Source: an optimization exercise on an open RTL-to-GDS flow (aim: small area and a short achievable clock period). Production flows keep margins and buffers that such runs may drop. In this exercise RTL edits were held to simulation tests only and were not proved equivalent to the original.

v32:
==> flow/design.v (excerpt) <==
module top (input logic clk, rst,
            input logic enable, din,
            input logic signed [10:0] x,
            output logic signed [11:0] q,
            output logic spike);
Size in the first run: roughly 3400 cells after synthesis, roughly 400 flip-flops.
==> flow/config.mk <==
export PLATFORM = sky130hd
export DESIGN_NAME = top
export DESIGN_NICKNAME = top
export VERILOG_FILES = /design/flow/design.v
export SDC_FILE = /design/flow/constraint.sdc
export NUM_CORES = 4
export LEC_CHECK = 0
export ABC_AREA = 1
export CAP_MARGIN = 20
export CORE_MARGIN = 2
export CORE_UTILIZATION = 40
export SETUP_SLACK_MARGIN = 5
export SLEW_MARGIN = 20
export SYNTH_HIERARCHICAL = 1
export SYNTH_MINIMUM_KEEP_SIZE = 0
==> flow/constraint.sdc <==
create_clock -name core_clock -period 12.0 [get_ports {clk}]
set_input_delay 2.4000 -clock core_clock [delete_from_list [all_inputs] [get_ports {clk}]]
set_output_delay 2.4000 -clock core_clock [all_outputs]
set_load 0.01 [all_outputs]
standard.sh (not shown) runs the stock make flow with config.mk's settings and CLKGATE_MAP_FILE= SYNTH_SCRIPT=/design/flow/synth_recipe.tcl, a recipe that flattens the netlist after the stock synthesis.
==> flow/flow/run.sh <==
#!/bin/bash
# Standard ORFS layout (the standard.sh), with timing repair aimed at a
# setup slack of 8.3 ns at the design's 12 ns clock, so that the resizer keeps
# improving paths that already meet 12 ns.  Logs: standard.log and orfs/logs.
set -euo pipefail
bash standard.sh SETUP_SLACK_MARGIN=8.3 TNS_END_PERCENT=30 BUFFER_PORTS_ARGS="-buffer_cell sky130_fd_sc_hd__buf_2" finish > standard.log 2>&1
Modified inputs, v2 compared to v32
- CORE_UTILIZATION changed from 40 to 55
- CTS_CLUSTER_DIAMETER newly set to 60
- PLACE_DENSITY newly set to 0.65
- SLEW_MARGIN changed from 20 to 60
- CTS_CLUSTER_SIZE newly set to 30
==> flow/flow/run.sh <==
#!/bin/bash
# Standard ORFS layout (the standard.sh), with timing repair aimed at a
# setup slack of 8.0 ns at the design's 12 ns clock, so that the resizer keeps
# improving paths that already meet 12 ns.  Logs: standard.log and orfs/logs.
set -euo pipefail
bash standard.sh SETUP_SLACK_MARGIN=8.0 BUFFER_PORTS_ARGS="-buffer_cell sky130_fd_sc_hd__buf_2" finish > standard.log 2>&1
[summary]
v32 → v2: area after synthesis essentially unchanged; total detailed-routing wirelength essentially unchanged; minimum setup slack after placement increased 0.29 ns; core utilization increased 15 points; setup slack decreased 0.19 ns.
| global-route usage | v2 vs v32 | 7.2 points higher |
Lower global-route wire length before repair goes to v32 over v2.
Status: routed wire length on met3 parity (v2, v32)
From v32 to v2 the numbers moved as follows: share of final layout cell area taken by clock buffers and inverters went down by 0.71 points; data arrival at the endpoint of the critical path has increased.
The following lists how v47 was set up differently from v2:
- PLACE_DENSITY no longer set, was 0.65
- CORE_UTILIZATION now 40, was 55
- SLEW_MARGIN now 20, was 60
- CTS_CLUSTER_DIAMETER no longer set, was 60
- CTS_CLUSTER_SIZE no longer set, was 30
==> flow/flow/run.sh <==
#!/bin/bash
# Standard ORFS layout (the standard.sh), with timing repair aimed at a
# setup slack of 8.3 ns at the design's 12 ns clock, so that the resizer keeps
# improving paths that already meet 12 ns.  Logs: standard.log and orfs/logs.
set -euo pipefail
bash standard.sh SETUP_SLACK_MARGIN=8.3  BUFFER_PORTS_ARGS="-buffer_cell sky130_fd_sc_hd__buf_2" finish > standard.log 2>&1
==> comparison <==
As far as worst hold slack is concerned, v47 and v2 perform about the same. In v47 relative to v2, area of all placed cells without fillers had gone up by a few percent. Going from v2 to v47, the worst setup slack was found to have gone up by 0.22 ns. v2 → v47: post-detailed-route via-to-cell ratio now sits lower, fraction of standard cell area in multi-input logic now sits lower, number of cells on the critical path now sits lower, synthesis-to-layout area growth now sits higher. Against v2, v47 comes in 2 lower on highest fanout seen on the critical path. In the reports for v2 and v47, the larger register fraction of the total cell area belongs to v2.

---

Starting RTL as in the previous note.
## top
module top (input logic clk, rst,
            input logic enable, din,
            input logic signed [10:0] x,
            output logic signed [11:0] q,
            output logic spike);
Settings: LEC_CHECK=0, ABC_AREA=1, CAP_MARGIN=20, CORE_MARGIN=2, CORE_UTILIZATION=40, SETUP_SLACK_MARGIN=5, SLEW_MARGIN=60, SYNTH_HIERARCHICAL=1, SYNTH_MINIMUM_KEEP_SIZE=0; clock period 12.0 ns.
==> flow/flow/run.sh <==
#!/bin/bash
# Standard ORFS layout (the standard.sh), with timing repair aimed at a
# setup slack of 8.3 ns at the design's 12 ns clock, so that the resizer keeps
# improving paths that already meet 12 ns.  Logs: standard.log and orfs/logs.
set -euo pipefail
bash standard.sh SETUP_SLACK_MARGIN=8.3 BUFFER_PORTS_ARGS="-buffer_cell sky130_fd_sc_hd__buf_2" finish > standard.log 2>&1
Then changed:
==> flow/flow/run.sh (replaced) <==
#!/bin/bash
# Standard ORFS layout (the standard.sh), with timing repair aimed at a
# setup slack of 8.0 ns at the design's 12 ns clock, so that the resizer keeps
# improving paths that already meet 12 ns.  Logs: standard.log and orfs/logs.
set -euo pipefail
bash standard.sh SETUP_SLACK_MARGIN=8.0 BUFFER_PORTS_ARGS="-buffer_cell sky130_fd_sc_hd__buf_2" finish > standard.log 2>&1
What happened: Routed wire length is lower by about 1.5%. Clock skew is higher by 0.0049 ns. Cell area is lower by 3.4%. Worst setup slack degrades by 0.17 ns. Synthesized area stays the same. Die area does not change. Count of clock-buffer cells in the layout is higher by 2. Global-route usage is lower by 0.23 points.
Then changed:
==> flow/flow/run.sh (replaced) <==
#!/bin/bash
# Standard ORFS layout (the standard.sh), with timing repair aimed at a
# setup slack of 8.3 ns at the design's 12 ns clock, so that the resizer keeps
# improving paths that already meet 12 ns.  Logs: standard.log and orfs/logs.
set -euo pipefail
bash standard.sh SETUP_SLACK_MARGIN=8.3 TNS_END_PERCENT=30 BUFFER_PORTS_ARGS="-buffer_cell sky130_fd_sc_hd__buf_2" finish > standard.log 2>&1
Settings changed: CORE_UTILIZATION 40 to 55, PLACE_DENSITY from default to 0.65, SLEW_MARGIN 60 to 20.
The changed run completed without violations.
Critical path depth fell by 1.
Clock-buffer cell count rose by 9.
Die area fell by about 27%.
Routed wire length rose by about 3.5%.
Worst setup slack improves by 0.10 ns.

---

== try-delta ==
top, a different RTL version from the one above (not shown whole).
Size: ~3,400 cells after synthesis, ~400 flip-flops, roughly 28 I/O pins, about 30,000 um^2 of cells after synthesis.
clock: 12.0 ns
lec_check: 0
abc_area: 1
cap_margin: 20
core_margin: 2
core_utilization: 40
cts_buf_list: sky130_fd_sc_hd__clkbuf_4 sky130_fd_sc_hd__clkbuf_8
cts_cluster_size: 20
setup_slack_margin: 5
slew_margin: 20
synth_hierarchical: 1
synth_minimum_keep_size: 0
==> flow/flow/run.sh <==
#!/bin/bash
# Standard ORFS layout (the standard.sh), with timing repair aimed at a
# setup slack of 8.3 ns at the design's 12 ns clock, so that the resizer keeps
# improving paths that already meet 12 ns.  Logs: standard.log and orfs/logs.
set -euo pipefail
bash standard.sh SETUP_SLACK_MARGIN=8.3  BUFFER_PORTS_ARGS="-buffer_cell sky130_fd_sc_hd__buf_2" finish > standard.log 2>&1
try-delta: flow completed, timing, DRC and antenna clean
Edits applied to the flow inputs when going from try-delta to try-umber:
- removing CTS_BUF_LIST (formerly sky130_fd_sc_hd__clkbuf_4 sky130_fd_sc_hd__clkbuf_8)
- changing SLEW_MARGIN from 20 to 60
- removing CTS_CLUSTER_SIZE (formerly 20)
diff --git a/flow/flow/run.sh b/flow/flow/run.sh
--- a/flow/flow/run.sh
+++ b/flow/flow/run.sh
@@ -5,2 +5,2 @@
 set -euo pipefail
-bash standard.sh SETUP_SLACK_MARGIN=8.3  BUFFER_PORTS_ARGS="-buffer_cell sky130_fd_sc_hd__buf_2" finish > standard.log 2>&1
+bash standard.sh SETUP_SLACK_MARGIN=8.3 TNS_END_PERCENT=30 BUFFER_PORTS_ARGS="-buffer_cell sky130_fd_sc_hd__buf_2" finish > standard.log 2>&1
==> summary.txt <==
Number of cells traversed by the worst register-to-register path for try-umber: 1 down relative to try-delta. Between try-delta and try-umber, the initial core utilization figures differ only marginally. Any difference in utilization of the core after routing between try-umber and try-delta is small enough to ignore. Ratio of final minimum period to clock period (higher): try-umber. try-umber — final cell count without fillers 43 lower, try-delta as reference. Looking only at via count of the routed design, and setting everything else aside, the lower value of try-delta and try-umber goes to try-umber.
The following lists how try-harbor was set up differently from try-umber:
- a change of SLEW_MARGIN from 60 to 20
==> flow/flow/run.sh <==
#!/bin/bash
# Standard ORFS layout (the standard.sh), with timing repair aimed at a
# setup slack of 8.2 ns at the design's 12 ns clock, so that the resizer keeps
# improving paths that already meet 12 ns.  Logs: standard.log and orfs/logs.
set -euo pipefail
bash standard.sh SETUP_SLACK_MARGIN=8.2  BUFFER_PORTS_ARGS="-buffer_cell sky130_fd_sc_hd__buf_2" finish > standard.log 2>&1
Findings:
- Changes observed in try-harbor relative to try-umber: achievable clock frequency now larger, final non-filler cell area now smaller, number of cells upsized or downsized after cts now larger.
- In the flow results for try-umber and try-harbor, the number of filler instances in the final layout is smaller on try-umber.
- try-umber ended up with h1[17]$_SDFF_PP1_ as its capture point of the worst path; try-harbor ended up with y1a[9]$_SDFF_PP0_.
- Setup slack of the worst register-to-register path came out higher on try-harbor than on try-umber.
- Cmp try-harbor vs try-umber: register fraction of the total cell area higher in try-harbor
- Overall via count from detail_route, try-umber and try-harbor: smaller value in try-harbor
Modified inputs, try-nickel compared to try-harbor
- CTS_BUF_LIST now sky130_fd_sc_hd__clkbuf_8, previously not set
==> flow/flow/run.sh <==
#!/bin/bash
# Standard ORFS layout (the standard.sh), with timing repair aimed at a
# setup slack of 8.3 ns at the design's 12 ns clock, so that the resizer keeps
# improving paths that already meet 12 ns.  Logs: standard.log and orfs/logs.
set -euo pipefail
bash standard.sh SETUP_SLACK_MARGIN=8.3  BUFFER_PORTS_ARGS="-buffer_cell sky130_fd_sc_hd__buf_2" finish > standard.log 2>&1
Notes after the runs:
Diff try-nickel..try-harbor | final sequential cell count | unchanged. Count of instances resized after the clock tree is built: lower on try-harbor. A launch point of the worst path of y1n[10]$_SDFF_PP1_ is what try-harbor shows, while btn[2]$_SDFF_PP0_ belongs to try-nickel. On number of vias per cell, try-nickel and try-harbor are neck and neck. try-harbor → try-nickel: clock net sink count did not really move, total negative slack for setup checks roughly the same.
What try-xenon does differently from try-nickel at the input level:
- a change of CTS_BUF_LIST from sky130_fd_sc_hd__clkbuf_8 to sky130_fd_sc_hd__clkbuf_4 sky130_fd_sc_hd__clkbuf_8
- an added CTS_CLUSTER_SIZE of 20
==> flow/flow/run.sh <==
#!/bin/bash
# Standard ORFS layout (the standard.sh), with timing repair aimed at a
# setup slack of 8.2 ns at the design's 12 ns clock, so that the resizer keeps
# improving paths that already meet 12 ns.  Logs: standard.log and orfs/logs.
set -euo pipefail
bash standard.sh SETUP_SLACK_MARGIN=8.2  BUFFER_PORTS_ARGS="-buffer_cell sky130_fd_sc_hd__buf_2" finish > standard.log 2>&1
==> comparison <==
Of try-xenon and try-nickel, the higher total clock buffers created by CTS belongs to try-nickel.
Summary of the comparison: weighted congestion at the end of routability-driven global placement is higher in try-xenon, relative to try-nickel.
Compared to try-nickel, try-xenon has final non-filler cell total about 1.1% lower.
Source of the critical timing path = y1n[7]$_SDFF_PP1_: try-xenon; source of the critical timing path = btn[2]$_SDFF_PP0_: try-nickel
Design area, try-xenon vs try-nickel: down by a few percent
What try-raven does differently from try-xenon at the input level:
- removing CTS_BUF_LIST (formerly sky130_fd_sc_hd__clkbuf_4 sky130_fd_sc_hd__clkbuf_8)
- removing CTS_CLUSTER_SIZE (formerly 20)
==> flow/flow/run.sh <==
#!/bin/bash
# Standard ORFS layout (the standard.sh), with timing repair aimed at a
# setup slack of 8.4 ns at the design's 12 ns clock, so that the resizer keeps
# improving paths that already meet 12 ns.  Logs: standard.log and orfs/logs.
set -euo pipefail
bash standard.sh SETUP_SLACK_MARGIN=8.4  BUFFER_PORTS_ARGS="-buffer_cell sky130_fd_sc_hd__buf_2" finish > standard.log 2>&1
[summary]
- try-raven: no failed stages, no open violations at the end
- Relative to try-xenon, area added between synthesis and finish has increased by 6.4 points in try-raven.
- try-raven vs. try-xenon: final cell count higher; met3 layer wire length in the routed design went up; area of the multi-input gates rose 5.2%.
- On worst hold slack, try-xenon beats try-raven.
- Between try-xenon and try-raven, the flow reports iteration-0 DRC count of the detailed router increasing by more than 10%.

==> re-timing with driven ports <==
The results above use ideal ports. As a check the final layouts listed here were re-extracted and re-timed, cells and wires unchanged.
Step 1: set_driving_cell puts a clkbuf_16 on clk and a buf_2 on each other input, an assumption about the parent block.
Step 2 adds t to the input delays and takes it off the output delays; t is the mean of the earliest and latest rising clock arrival at the registers after step 1. Input paths then give back, and output paths get back, about the clock's delay inside the block.
Three values: ideal ports, drivers, drivers and shift; two values: the first two.
run | t, ns | slack for setup (ns) | hold slack, ns | worst slew at a driven data input, ns | pins driven straight from the clock port
v32 | 0.647 | 8.347 / 8.358 / 7.745 | 0.395 / 0.395 / 0.395 | 0.04 | 1
v2 | 0.629 | 8.158 / 8.158 / 7.630 | 0.401 / 0.401 / 0.401 | 0.05 | 1
v47 | 0.655 | 8.374 / 8.374 / 7.797 | 0.400 / 0.400 / 0.400 | 0.05 | 1
the first run of note 2 | 0.637 | 8.331 / 8.331 / 7.832 | 0.395 / 0.395 / 0.395 | 0.04 | 1
the second run of note 2 | 0.648 | 8.165 / 8.165 / 7.606 | 0.399 / 0.399 / 0.399 | 0.05 | 1
the third run of note 2 | 0.629 | 8.267 / 8.267 / 7.793 | 0.401 / 0.401 / 0.401 | 0.04 | 1
try-delta | 0.692 | 8.351 / 8.351 / 7.774 | 0.397 / 0.397 / 0.397 | 0.06 | 1
try-umber | 0.657 | 8.299 / 8.299 / 7.805 | 0.400 / 0.400 / 0.400 | 0.05 | 1
try-harbor | 0.659 | 8.339 / 8.339 / 7.760 | 0.398 / 0.398 / 0.398 | 0.04 | 1
try-nickel | 0.690 | 8.308 / 8.308 / 7.737 | 0.396 / 0.396 / 0.396 | 0.04 | 1
try-xenon | 0.703 | 8.362 / 8.362 / 7.695 | 0.398 / 0.398 / 0.398 | 0.04 | 1
try-raven | 0.659 | 8.414 / 8.414 / 7.826 | 0.395 / 0.395 / 0.395 | 0.05 | 1
After both steps setup and hold are still met in every run listed. For try-xenon, which loses most, drivers alone change the setup slack by 0.000 ns; drivers and shift together by -0.667 ns.
